From an optimization exercise on the open Yosys and OpenROAD flow, aimed at small area and a short achievable clock period; shortcuts taken in it are not production practice. Function was checked by simulation only, so behaviour that the tests miss may differ from the original. Power figures rest on the tool's default switching activity, not on a simulated workload.

// neural_network
module neural_network (
    input wire clk,
    input wire reset,
    input wire changes,
    input wire [1:0] selector_output,
    input wire [7:0] data_in,
    output wire [7:0] network_outputs
);
For scale: about 21 I/O pins.
clock: 9.0 ns
lec_check: 0
cap_margin: 20
core_margin: 2
core_utilization: 40
setup_slack_margin: 4.5
slew_margin: 20
synth_hierarchical: 1
run.sh (not shown) runs the stock make flow with config.mk's settings and CLKGATE_MAP_FILE= SYNTH_SCRIPT=/design/flow/synth_recipe.tcl, a recipe that flattens the netlist after the stock synthesis.
Rerun with:
--- a/flow/design.v
+++ b/flow/design.v
@@ -513,40 +513,20 @@
 csa_x u510 (x505, x507, x509);
 wire x511;
 csa_x u512 (c6_397, x509, x511);
 wire x513;
 csa_x u514 (x511, c6_400, x513);
 wire x515;
 csa_x u516 (k6_403, x513, x515);
-wire th0_517, tk0_518;
-csa_ha u519 (s0_144, h0_147, th0_517, tk0_518);
-wire ts1_520, tc1_521;
-csa_fa u522 (s1_159, h1_162, thn[1], ts1_520, tc1_521);
-wire ts2_523, tc2_524;
-csa_fa u525 (s2_183, s2_186, thn[2], ts2_523, tc2_524);
-wire ts3_526, tc3_527;
-csa_fa u528 (s3_219, h3_222, thn[3], ts3_526, tc3_527);
-wire ts4_529, tc4_530;
-csa_fa u531 (s4_267, h4_270, thn[4], ts4_529, tc4_530);
-wire ts5_532, tc5_533;
-csa_fa u534 (s5_327, h5_330, thn[5], ts5_532, tc5_533);
-wire ts6_535, tc6_536;
-csa_fa u537 (s6_399, h6_402, thn[6], ts6_535, tc6_536);
-wire tx538;
-csa_x u539 (x515, thn[7], tx538);
-wire tx540;
-csa_x u541 (tx538, tc6_536, tx540);
 wire [6:0] ra = {s6_399, s5_327, s4_267, s3_219, s2_183, s1_159, s0_144};
 wire [6:0] rb = {h6_402, h5_330, h4_270, h3_222, s2_186, h1_162, h0_147};
 wire [7:0] lo = {1'b0, ra} + {1'b0, rb};
 assign s = {x515 ^ lo[7], lo[6:0]};
-wire [6:0] ta = {tc5_533, tc4_530, tc3_527, tc2_524, tc1_521, tk0_518, thn[0]};
-wire [6:0] tb = {ts6_535, ts5_532, ts4_529, ts3_526, ts2_523, ts1_520, th0_517};
-wire [7:0] tl = {1'b0, ta} + {1'b0, tb} + 8'd1;
-assign neg_r = tx540 ^ tl[7];
+wire [7:0] rr = s + thn + 8'd1;
+assign neg_r = rr[7];
 endmodule
 module csa_fa(input a, input b, input c, output s, output co);
 assign s = a ^ b ^ c;
 assign co = (a & b) | (a & c) | (b & c);
 endmodule
 module csa_ha(input a, input b, output s, output co);
 assign s = a ^ b;
The new run completed with no timing, DRC or antenna violations.
Hold slack gets better by 11 ps.
Synthesized area falls by a few percent.
Sequential power barely changes.
First-iteration DRC count rises by a few percent.
Total power shrinks slightly.
Die area came out lower by a few percent.
Sequential share of layout area grows by 0.38 points.
Clock skew is about the same.

--- another note on this design; it stands on its own ---

// neural_network
module neural_network (
    input wire clk,
    input wire reset,
    input wire changes,
    input wire [1:0] selector_output,
    input wire [7:0] data_in,
    output wire [7:0] network_outputs
);
Size: ~2000 cells after synthesis, roughly 240 flip-flops, roughly 20000 um2 of cells after synthesis.
clock: 9.0 ns
lec_check: 0
cap_margin: 20
core_margin: 2
core_utilization: 40
setup_slack_margin: 3.25
slew_margin: 20
synth_hierarchical: 1
standard.sh (not shown) runs the stock make flow with config.mk's settings and CLKGATE_MAP_FILE= SYNTH_SCRIPT=/design/flow/synth_recipe.tcl, a recipe that flattens the netlist after the stock synthesis.
==> flow/flow/run.sh <==
#!/bin/bash
# The standard layout with its standard synthesis unchanged; the only
# difference is MATCH_CELL_FOOTPRINT=0, which lets timing repair resize cells
# to footprints other than the one synthesis chose. ORFS writes each tool's
# log under orfs/logs; make's own output goes to standard.log.
set -euo pipefail
bash standard.sh MATCH_CELL_FOOTPRINT=0 finish > standard.log 2>&1
The baseline completed with no timing, DRC or antenna violations.
Edit:
==> flow/run.sh (new file) <==
#!/bin/bash
# synth_recipe.tcl (not shown) runs the flow's synth.tcl, then flattens the netlist and writes it again
# the make line also repeats each setting of config.mk as NAME=value (left out here)
make -C /OpenROAD-flow-scripts/flow DESIGN_CONFIG=/design/flow/config.mk WORK_HOME=/design/flow/orfs CLKGATE_MAP_FILE= SYNTH_SCRIPT=/design/flow/synth_recipe.tcl finish
- SETUP_SLACK_MARGIN: 3.25 -> 3.75
removed: flow/flow/run.sh
removed: flow/standard.sh
Result:
- The changed run finished with timing, DRC and antenna clean
- critical path depth came out higher by 4
- worst hold slack improves by 0.0059 ns
- worst setup slack gets better by 0.11 ns
- wire length climbs by roughly a tenth
- final area increases by a little under a tenth
- global-route usage goes up by 2.8 points
- total power rose by roughly a tenth
- non-clock buffer count rose by 56
Edit:
- SETUP_SLACK_MARGIN: 3.75 -> 3.25
Result: The changed run finished with timing, DRC and antenna clean; hold slack gets worse by 0.0059 ns; power falls by 11%; clock power is lower by 17%.

separate check: timing with driven ports:
No port has a modelled driver above. Below, the same layouts with a new extraction and two added sets of constraints. Step 1: set_driving_cell puts a clkbuf_16 on clk and a buf_2 on each other input, an assumption about the parent block. Step 2 times the ports against the registers' clock, not the clock port: input delays grow and output delays shrink by t, the midpoint of the rising clock arrivals with the driver on. Three values: no drivers, after step 1, after step 2; two values: the first two.
run	t (ns)	setup slack, ns	worst register clock-pin slew, ns	cell pins on the clock port's net
the first run of note 1	0.641	3.712 / 3.712 / 3.712	0.07 / 0.07	1
the second run of note 1	0.627	3.661 / 3.661 / 3.661	0.06 / 0.06	1
the first run of note 2	0.622	3.443 / 3.443 / 3.443	0.06 / 0.06	1
the second run of note 2	0.633	3.549 / 3.549 / 3.549	0.07 / 0.07	1
the third run of note 2	0.622	3.443 / 3.443 / 3.443	0.06 / 0.06	1
After both steps every run listed still meets setup and hold.
